Source: an optimization exercise on an open RTL-to-GDS flow (aim: small area, a short achievable clock period and few clock cycles). Production flows keep margins and buffers that such runs may drop. In this exercise RTL edits were held to simulation tests only and were not proved equivalent to the original.

## flow/run.sh

```bash
#!/bin/bash
# synth_recipe.tcl (not shown) runs the flow's synth.tcl, then flattens the netlist and writes it again
# the make line also repeats each setting of config.mk as NAME=value (left out here)
make -C /OpenROAD-flow-scripts/flow DESIGN_CONFIG=/design/flow/config.mk WORK_HOME=/design/flow/orfs CLKGATE_MAP_FILE= SYNTH_SCRIPT=/design/flow/synth_recipe.tcl finish
```

## flow/design.v

```verilog
package  miriscv_pkg;
  parameter     XLEN       = 32;     
  parameter     ILEN       = 32;     
  parameter bit RV32M      = 1;      
  parameter bit RV32C      = 1;      
  parameter     DUAL_ISSUE = 0;      
endpackage :  miriscv_pkg
package  miriscv_mdu_pkg;
  parameter MDU_OP_W   = 3;
  parameter MDU_MUL    = 3'd0;  
  parameter MDU_MULH   = 3'd1;  
  parameter MDU_MULHSU = 3'd2;  
  parameter MDU_MULHU  = 3'd3;  
  parameter MDU_DIV    = 3'd4;  
  parameter MDU_DIVU   = 3'd5;  
  parameter MDU_REM    = 3'd6;  
  parameter MDU_REMU   = 3'd7;  
endpackage :  miriscv_mdu_pkg
import miriscv_pkg::XLEN;
import miriscv_mdu_pkg::*;
module miriscv_div
#(
  parameter DIV_IMPLEMENTATION = "GENERIC"  
) (
  input  logic                clk_i,
  input  logic                arstn_i,
  input  logic                div_start_i,
  input  logic [XLEN-1:0]     port_a_i,
  input  logic [XLEN-1:0]     port_b_i,
  input  logic [MDU_OP_W-1:0] mdu_op_i,
  input  logic                zero_i,
  input  logic                kill_i,
  input  logic                keep_i,
  output logic [XLEN-1:0]     div_result_o,
  output logic [XLEN-1:0]     rem_result_o,
  output logic                div_stall_req_o
);
  enum logic [2:0] {DIV_IDLE, DIV_FIRST, DIV_COMP, DIV_LAST,
                    DIV_SIGN_CHANGE, DIV_FINISH} d_state_ff, d_next_state;
  logic        [XLEN-1:0]         div_result_ff;
  logic signed [2*XLEN:0]         rem_result_ff;
  logic        [XLEN-1:0]         div_operand_a_ff;
  logic        [XLEN-1:0]         div_operand_b_ff;
  logic                           sign_inv_ff;
  logic        [$clog2(XLEN)-1:0] iter_ff;
  logic                           sign_a;
  logic                           sign_b;
  logic                           div_done;
  assign sign_a = port_a_i[XLEN-1];
  assign sign_b = port_b_i[XLEN-1];
  assign div_done = (d_state_ff == DIV_FINISH);
  assign div_stall_req_o = (div_start_i && !div_done);
  always_ff @(posedge clk_i) begin
    if (~arstn_i) begin
      d_state_ff <= DIV_IDLE;
    end
    else begin
      if (kill_i)
        d_state_ff <= DIV_IDLE;
      else
        d_state_ff <= d_next_state;
    end
  end
  always_comb begin
    case (d_state_ff)
      DIV_IDLE: begin
        if (div_start_i)
          d_next_state = DIV_FIRST;
        else
          d_next_state = DIV_IDLE;
      end
      DIV_FIRST: begin
        if (zero_i)
          d_next_state = DIV_FINISH;
        else
          d_next_state = DIV_COMP;
      end
      DIV_COMP: begin
        if (iter_ff == 'd1)
          d_next_state = DIV_LAST;
        else
          d_next_state = DIV_COMP;
      end
      DIV_LAST: begin
        if (sign_inv_ff) begin
          d_next_state = DIV_SIGN_CHANGE;
        end
        else begin
          d_next_state = DIV_FINISH;
        end
      end
      DIV_SIGN_CHANGE: begin
        d_next_state = DIV_FINISH;
      end
      DIV_FINISH: begin
        if (~keep_i)
          d_next_state = DIV_IDLE;
        else
          d_next_state = DIV_FINISH;
      end
      default: begin
        d_next_state = DIV_IDLE;
      end
    endcase
  end
  generate
    if (DIV_IMPLEMENTATION == "XILINX_7_SERIES") begin : dsp_div
      logic        [6:0]  dsp48_opmode;
      logic        [3:0]  dsp48_alumode;
      logic signed [29:0] dsp48_A;
      logic signed [17:0] dsp48_B;
      logic signed [47:0] dsp48_C;
      logic signed [47:0] dsp48_P;
      localparam [1:0] OPMODE_X_AB_CONCAT = 2'b11;
      localparam [1:0] OPMODE_Y_ZERO      = 2'b00;
      localparam [2:0] OPMODE_Z_C         = 3'b011;
      localparam [3:0] ALUMODE_SUM        = 4'b0000;
      localparam [3:0] ALUMODE_INV_Z      = 4'b0001;
      localparam [3:0] ALUMODE_SUB        = 4'b0011;
      mrv1f_dsp48_wrapper
      #(
        .A_INPUT_SOURCE ( "DIRECT" ),
        .B_INPUT_SOURCE ( "DIRECT" ),
        .USE_MULT       ( "NONE"   ),
        .A_REG          ( 2'b0     ),
        .B_REG          ( 2'b0     ),
        .P_REG          ( 1'b0     )
      )
      i_dsp48
      (
        .clk_i   ( clk_i         ),
        .srstn_i ( arstn_i       ),
        .enable  ( 1'b1          ),
        .OPMODE  ( dsp48_opmode  ),
        .ALUMODE ( dsp48_alumode ),
        .A       ( dsp48_A       ),
        .B       ( dsp48_B       ),
        .C       ( dsp48_C       ),
        .P       ( dsp48_P       )
      );
      assign dsp48_opmode[6:4] = OPMODE_Z_C;
      assign dsp48_opmode[3:2] = OPMODE_Y_ZERO;
      assign dsp48_opmode[1:0] = OPMODE_X_AB_CONCAT;
      always_comb begin
        casez ({rem_result_ff[2*XLEN], d_state_ff})
          {1'b0, DIV_LAST},
          {1'b?, DIV_SIGN_CHANGE}: dsp48_A = 'd0;
          default:                 dsp48_A = {'0, div_operand_b_ff[XLEN-1:18]};
        endcase
        casez ({rem_result_ff[2*XLEN], d_state_ff})
          {1'b0, DIV_LAST}:        dsp48_B = 'd0;
          {1'b?, DIV_SIGN_CHANGE}: dsp48_B = 'd1;
          default:                 dsp48_B = div_operand_b_ff[17:0];
        endcase
        case (d_state_ff)
          DIV_FIRST: dsp48_C = div_operand_a_ff[XLEN-1];
          DIV_COMP:  dsp48_C = rem_result_ff[2*XLEN-1:XLEN-1];
          default:   dsp48_C = rem_result_ff[2*XLEN:XLEN];
        endcase
        casez ({rem_result_ff[2*XLEN], d_state_ff})
          {1'b1, DIV_COMP},
          {1'b1, DIV_LAST}:        dsp48_alumode = ALUMODE_SUM;
          {1'b?, DIV_SIGN_CHANGE}: dsp48_alumode = ALUMODE_INV_Z;
          default:                 dsp48_alumode = ALUMODE_SUB;
        endcase
      end
      always_ff @(posedge clk_i) begin
        if (~arstn_i) begin
          div_result_ff    <= {XLEN{1'b0}};
          rem_result_ff    <= {(2*XLEN+1){1'b0}};
          div_operand_a_ff <= {(XLEN){1'b0}};
          div_operand_b_ff <= {(XLEN){1'b0}};
          sign_inv_ff      <= 1'b0;
          iter_ff          <= {($clog2(XLEN)){1'b0}};
        end
        else begin
          rem_result_ff[2*XLEN:XLEN] <= dsp48_P[XLEN:0];
          case (d_state_ff)
            DIV_IDLE: begin
              case (mdu_op_i)
                MDU_DIV,
                MDU_REM:  begin
                  div_operand_a_ff <= sign_a ? (~port_a_i + 'd1) : (port_a_i);
                  div_operand_b_ff <= sign_b ? (~port_b_i + 'd1) : (port_b_i);
                end
                MDU_DIVU,
                MDU_REMU: begin
                  div_operand_a_ff <= port_a_i;
                  div_operand_b_ff <= port_b_i;
                end
                default: ;
              endcase
              case (mdu_op_i)
                MDU_DIV: sign_inv_ff <= (sign_a ^ sign_b);
                MDU_REM: sign_inv_ff <= sign_a;
                default: sign_inv_ff <= 1'b0;
              endcase
            end
            DIV_FIRST: begin
              iter_ff <= XLEN - 1;
              if (zero_i) begin
                div_result_ff <= '1;
                rem_result_ff[2*XLEN-1:XLEN] <= port_a_i;
              end
              else begin
                div_result_ff           <= {{(XLEN-1){~sign_inv_ff}}, 1'b1};
                rem_result_ff[XLEN-1:0] <= {div_operand_a_ff[XLEN-2:0], 1'b0};
              end
            end
            DIV_COMP,
            DIV_LAST: begin
              iter_ff <= iter_ff - 1;
              rem_result_ff[XLEN-1:0] <= {rem_result_ff[XLEN-2:0], 1'b0};
              div_result_ff[iter_ff]  <= !rem_result_ff[2*XLEN];
            end
            DIV_SIGN_CHANGE: begin
              div_result_ff <= ~div_result_ff + 'd1;
            end
            default: ;
          endcase
        end
      end
    end
    else if (DIV_IMPLEMENTATION == "GENERIC") begin
      always_ff @(posedge clk_i) begin
        if (~arstn_i) begin
          div_result_ff    <= {XLEN{1'b0}};
          rem_result_ff    <= {(2*XLEN+1){1'b0}};
          div_operand_a_ff <= {(XLEN){1'b0}};
          div_operand_b_ff <= {(XLEN){1'b0}};
          sign_inv_ff      <= 1'b0;
          iter_ff          <= {($clog2(XLEN)){1'b0}};
        end
        else begin
          case (d_state_ff)
            DIV_IDLE: begin
              case (mdu_op_i)
                MDU_DIV,
                MDU_REM:  begin
                  div_operand_a_ff <= sign_a ? (~port_a_i + 'd1) : port_a_i;
                  div_operand_b_ff <= sign_b ? (~port_b_i + 'd1) : port_b_i;
                end
                MDU_DIVU,
                MDU_REMU: begin
                  div_operand_a_ff <= port_a_i;
                  div_operand_b_ff <= port_b_i;
                end
                default: ;
              endcase
              case (mdu_op_i)
                MDU_DIV: sign_inv_ff <= (sign_a ^ sign_b);
                MDU_REM: sign_inv_ff <= sign_a;
                default: sign_inv_ff <= 1'b0;
              endcase
            end
            DIV_FIRST: begin
              iter_ff <= XLEN - 'd1;
              if (zero_i) begin
                div_result_ff <= '1;
                rem_result_ff[2*XLEN-1:XLEN] <= port_a_i;
              end
              else begin
                div_result_ff <= {{(XLEN-1){~sign_inv_ff}}, 1'b1};
                rem_result_ff[2*XLEN:XLEN] <= div_operand_a_ff[XLEN-1] - div_operand_b_ff[XLEN-1:0];
                rem_result_ff[XLEN-1:0] <= {div_operand_a_ff[XLEN-2:0], 1'b0};
              end
            end
            DIV_COMP: begin
              iter_ff <= iter_ff - 'd1;
              div_result_ff[iter_ff] <= !rem_result_ff[2*XLEN];
              rem_result_ff[XLEN-1:0] <= {rem_result_ff[XLEN-2:0], 1'b0};
              if (rem_result_ff[2*XLEN]) begin
                rem_result_ff[2*XLEN:XLEN] <= rem_result_ff[2*XLEN-1:XLEN-1] + div_operand_b_ff[XLEN-1:0];
              end
              else begin
                rem_result_ff[2*XLEN:XLEN] <= rem_result_ff[2*XLEN-1:XLEN-1] - div_operand_b_ff[XLEN-1:0];
              end
            end
            DIV_LAST: begin
              div_result_ff[0] <= !rem_result_ff[2*XLEN];
              if (rem_result_ff[2*XLEN]) begin
                rem_result_ff[2*XLEN:XLEN] <= rem_result_ff[2*XLEN:XLEN] + div_operand_b_ff[XLEN-1:0];
              end
            end
            DIV_SIGN_CHANGE: begin
              rem_result_ff[2*XLEN:XLEN] <= ~rem_result_ff[2*XLEN:XLEN] + 'd1;
              div_result_ff <= ~div_result_ff + 'd1;
            end
            default: ;
          endcase
        end
      end
    end
  endgenerate
  assign div_result_o = div_result_ff;
  assign rem_result_o = rem_result_ff[2*XLEN-1:XLEN];
  initial begin
    if ((DIV_IMPLEMENTATION != "XILINX_7_SERIES") &&
         (DIV_IMPLEMENTATION != "GENERIC")) begin
      $error("Illegal parameter 'DIV_IMPLEMENTATION' in module 'mrv1f_div': %s", DIV_IMPLEMENTATION);
    end
  end
endmodule
import miriscv_pkg::XLEN;
import miriscv_mdu_pkg::*;
module miriscv_mdu
(
  input  logic                clk_i,
  input  logic                arstn_i,
  input  logic                mdu_req_i,         
  input  logic [XLEN-1:0]     mdu_port_a_i,      
  input  logic [XLEN-1:0]     mdu_port_b_i,      
  input  logic [MDU_OP_W-1:0] mdu_op_i,          
  input  logic                mdu_kill_i,        
  input  logic                mdu_keep_i,        
  output logic [XLEN-1:0]     mdu_result_o,      
  output logic                mdu_stall_req_o    
);
  logic                     sign_a;
  logic                     sign_b;
  logic                     msb_a;
  logic                     msb_b;
  logic                     b_is_zero;
  logic                     mult_op;
  logic signed [XLEN:0]     mul_operand_a;
  logic signed [XLEN:0]     mul_operand_b;
  logic signed [2*XLEN+1:0] mult_result_full;
  logic        [2*XLEN-1:0] mult_result;
  logic        [XLEN-1:0]   div_result;
  logic signed [XLEN-1:0]   rem_result;
  logic                     div_start;
  logic                     div_stall;
  logic                     mult_stall;
  logic                     b_zero_flag_ff;
  assign sign_a = mdu_port_a_i[XLEN-1];
  assign sign_b = mdu_port_b_i[XLEN-1];
  assign b_is_zero = ~|mdu_port_b_i;
  always_comb begin
    case (mdu_op_i)
      MDU_MUL,
      MDU_MULH,
      MDU_MULHU,
      MDU_MULHSU:
        mult_op = 1'b1;
      MDU_DIV,
      MDU_REM,
      MDU_DIVU,
      MDU_REMU:
        mult_op = 1'b0;
      default:
        mult_op = 1'b0;
    endcase
  end
  assign mul_operand_a = {msb_a, mdu_port_a_i};
  assign mul_operand_b = {msb_b, mdu_port_b_i};
  always_comb begin
    case (mdu_op_i)
      MDU_MUL,
      MDU_MULH: begin
        msb_a = sign_a;
        msb_b = sign_b;
      end
      MDU_MULHU: begin
        msb_a = 1'b0;
        msb_b = 1'b0;
      end
      MDU_MULHSU: begin
        msb_a = sign_a;
        msb_b = 1'b0;
      end
      default: begin
        msb_a = 1'b0;
        msb_b = 1'b0;
      end
    endcase
  end
  assign mult_stall = 1'b0;
  assign mult_result_full = mul_operand_a * mul_operand_b;
  assign mult_result = mult_result_full[2*XLEN-1:0];
  assign div_start = !mult_op && mdu_req_i;
  always_ff @(posedge clk_i or negedge arstn_i) begin
    if (~arstn_i) begin
      b_zero_flag_ff <= 1'b0;
    end
    else begin
      b_zero_flag_ff <= b_is_zero;
    end
  end
  miriscv_div
  #(
    .DIV_IMPLEMENTATION( "GENERIC" )
  )
  i_div_unit
  (
    .clk_i           ( clk_i          ),
    .arstn_i         ( arstn_i        ),
    .div_start_i     ( div_start      ),
    .port_a_i        ( mdu_port_a_i   ),
    .port_b_i        ( mdu_port_b_i   ),
    .mdu_op_i        ( mdu_op_i       ),
    .zero_i          ( b_zero_flag_ff ),
    .kill_i          ( mdu_kill_i     ),
    .keep_i          ( mdu_keep_i     ),
    .div_result_o    ( div_result     ),
    .rem_result_o    ( rem_result     ),
    .div_stall_req_o ( div_stall      )
  );
  assign mdu_stall_req_o = div_stall || mult_stall;
  always_comb begin
    case (mdu_op_i)
      MDU_MUL:    mdu_result_o = mult_result[XLEN-1:0];
      MDU_MULH,
      MDU_MULHSU,
      MDU_MULHU:  mdu_result_o = mult_result[2*XLEN-1:XLEN];
      MDU_DIV,
      MDU_DIVU:   mdu_result_o = div_result;
      MDU_REM,
      MDU_REMU:   mdu_result_o = rem_result;
      default:    mdu_result_o = {XLEN{1'b0}};
    endcase
  end
endmodule
```

## flow/constraint.sdc

```tcl
create_clock -name core_clock -period 17.0 [get_ports {clk_i}]
set_input_delay 3.4000 -clock core_clock [delete_from_list [all_inputs] [get_ports {clk_i}]]
set_output_delay 3.4000 -clock core_clock [all_outputs]
set_load 0.01 [all_outputs]
```

## flow/config.mk

```make
export PLATFORM = sky130hd
export DESIGN_NAME = miriscv_mdu
export DESIGN_NICKNAME = miriscv_mdu
export VERILOG_FILES = /design/flow/design.v
export SDC_FILE = /design/flow/constraint.sdc
export NUM_CORES = 4
export LEC_CHECK = 0
export CAP_MARGIN = 20
export CORE_MARGIN = 2
export CORE_UTILIZATION = 40
export SLEW_MARGIN = 20
```

==> run notes <==
status=no timing/DRC/antenna violations; vias in the first global route=between 40000 and 50000; Max Slew Vio Count=0; largest net degree at the start of global routing=99; post-synth top area cell=fa_1; Setup Skew=14.7 ps; worst-path maximum fanout=10; core outline area=137000 um^2; mapped cell area=55000 um^2; Clock transition at path regs=80 ps; Seq cells post-synth=170; final std cells w/o fill=8334; post-layout min period=16440 ps; post-CTS sizing=0; Arr. time, crit path=approximately 13000 ps; Seq/Total Area, Yosys=6.20%; Post-synth EDFFs=0; Die Height=375 um; min-delay worst type=reg2reg; die area=140000 um^2; syn avg cell area=about 8 um^2; Crit. End Element=output port; initial antenna violation count=17; overall routing resource usage=between 20 and 30%; Avg Vias per Cell=5.61; synth warn=2; Initial Util=around 40%; setup ws final=560 ps; Sink Count=170; DR DRC count=0; post-synth top area share=~41%; Max Cap Viol=0; post-place setup slack=384 ps; IO Pins=between 100 and 150; Synth area leaders=fa_1, inv_1, ha_1; DR vias=46800; Post-DP HPWL=158000 um; chip width=375 um; post-synth cell types=82; IO buf count=approximately 100; CP Launch Point=mdu_port_b_i[2]; Final Hold Fails=0; Final ANT Viol Nets=0; Tightest Pin Transition=roughly 1200 ps; WS Path Type=in2out; area grow syn2layout=5.89%; FMAX=60.8 MHz; Most used DFF post-synth=dfxtp_1; FP Rows=136; Iter 0 DRT Violations=4135; Layout Nets=8041; crit start category=input pin; CTS tree=yes; syn nets=8203; first-pass GRT wire length=305000 um; hold path start=i_div_unit.rem_result_ff[30]; Syn Inst Count=6683; layout cells sized above 1=4.29%; Setup Fix Bufs, Post-CTS=0; total CTS buffers=17; Final TNS setup=0 ps; Clock Tree Buf Depth=2; # setup viols final=0; Worst-Skew Late Latency=480 ps; GR Overflow Total=0; worst rel slew slack=20.5%; Critical Path RT=13600 ps; unrepaired setup endpoints after global routing=false; First-pass DRT Iterations=6; Hold-fix buffers, CTS=0; share of the clock period used by the worst path after layout=96.7%; Final Wtd Congestion=0.974; asr flop ratio synth=0.588%; Clock Tree Root=clkbuf_16; Post-Route WL=198000 um; detailed-route wire length per cell=~24 um; Inst Count DP=between 8000 and 9000; reg2reg start=i_div_unit.div_operand_b_ff[11]; H-tree depth=4
per-layer routing:
layer	track usage, %	up-vias	part of all wire [%]
met5	0	-	0.047
met4	11.0	18	4.5
met3	4.38	361	7.9
met2	45.8	1958	45
met1	38.9	23900	42
li1	-	20500	-
cells in the mapped netlist, types with 13 or more instances:
master,number
a211oi_1,81
a21o_1,50
a21oi_1,290
a221oi_1,28
a22oi_1,18
a311oi_1,50
a31oi_1,31
and2_1,310
and3_1,42
buf_1,51
clkbuf_1,377
dfxtp_1,169
fa_1,1128
ha_1,320
inv_1,1267
mux2i_1,41
nand2_1,1008
nand2b_1,25
nand3_1,55
nand4_1,21
nor2_1,350
nor2b_1,26
nor3_1,88
nor4_1,30
o211ai_1,34
o21a_1,19
o21ai_0,231
o21bai_1,25
o221ai_1,20
o22ai_1,14
o31ai_1,30
or2_2,15
or3_1,48
or4_1,13
xnor2_1,149
xor2_1,74
final timing paths:
| kind | endpoint | slack (ps) | cells after the start |
|---|---|---|---|
| worst max register to register | i_div_unit.rem_result_ff[59] | 12610 | 12 |
| min in group asynchronous | b_zero_flag_ff | 3100 | 2 |
| worst min register to register | i_div_unit.rem_result_ff[31] | 480 | 2 |
| max in group asynchronous | b_zero_flag_ff | 13430 | 2 |
| worst max-delay path | mdu_result_o[19] | 560 | 27 |
| worst min-delay path | i_div_unit.rem_result_ff[31] | 480 | 2 |
logic make-up after synthesis:
group	share of synthesized area, %
simple gates	17.5
buf+inv	11.6
fa+ha+maj	48.4
compound gates	11.9
xor+xnor	3.55
flops	6.20
mux	0.829
cell type report:
class,count,area [um^2]
clock inverters,15,221
multi-input cells,4816,45200
repair buffers,248,1900
clock buffers,17,425
inverters,1268,4760
diodes,6,15.0
flip-flops and latches,170,3410
fillers,13800,78800
well taps,1794,2240
sequential cells by signal (all words and copies together), names as in the netlist:
name / flops
i_div_unit.iter_ff: 5
i_div_unit.div_operand_a_ff: 32
i_div_unit.rem_result_ff: 64
i_div_unit.d_state_ff: 3
i_div_unit.div_result_ff: 32
b_zero_flag_ff: 1
i_div_unit.sign_inv_ff: 1
i_div_unit.div_operand_b_ff: 32
critical path, stage by stage:
cell,delay [ps]
clkdlybuf4s50_1,820
buf_4,380
and2_1,170
fa_1,470
inv_1,60
fa_1,540
inv_1,50
fa_1,480
fa_1,550
inv_1,50
fa_1,480
fa_1,500
fa_1,490
inv_1,50
fa_1,440
ha_1,440
a21oi_1,230
o22ai_1,110
a2111o_1,460
or3_1,420
a41oi_1,320
o21ai_1,160
a21o_1,230
a311o_1,420
mux2i_1,190
a32oi_1,460
clkdlybuf4s50_1,630
cells in the final DEF, fill, tap and decap left out, drive strengths merged, types with 10 or more instances in the layout:
cell	n
a311oi	50
nand2	1008
o41ai	10
nand2b	25
a31oi	31
o221ai	20
clkbuf	17
a21oi	290
and3	42
a22oi	18
ha	320
or3	53
o22ai	14
nor3	89
fa	1128
nor2b	26
nand4	21
a221oi	28
xnor2	149
o31ai	30
o211ai	34
a21o	50
clkdlybuf4s50	49
or4	16
nor4	31
and2	311
a221o	10
nand3	55
o21ai	236
inv	1277
a211oi	81
dfxtp	169
xor2	74
or2	15
o21a	19
mux2i	41
o21bai	25
buf	199
nor2	350
per-stage QoR:
step	area, um^2	utilization, %	hold WS [ps]
5_1_grt	58200	42.5	486
4_1_cts	58100	42.4	471
6_report	58200	42.5	479
3_5_place_dp	57500	42.0	461
3_3_place_gp	57500	42.0	447
2_1_floorplan	55000	-	436
Testbench counts, summed over its fixed seeds: cycles 82,695.

## static timing again, ports no longer ideal
The flow's constraints put no driver on any port. The routed layout listed below was extracted and timed again, unchanged, in two steps.
Step 1 (the two cells are an assumption about what drives the block):
set clk [get_ports {clk_i}]
set_driving_cell -lib_cell sky130_fd_sc_hd__clkbuf_16 $clk
set_driving_cell -lib_cell sky130_fd_sc_hd__buf_2 [delete_from_list [all_inputs] $clk]
Step 2 also shifts input and output timing later by t, the mid clock arrival at the registers, as if the neighbouring blocks saw the same clock.
a / b / c = ideal ports / drivers / drivers and shift; a / b = the first two.
shift t [ns]: 0.538
slack for setup (ns): 0.560 / 0.532 / 0.532
cell pins on the clock port's net: 1
After both steps setup and hold are still met in this run. The setup slack of this run moves by -0.028 ns with the drivers and by -0.028 ns with both steps.
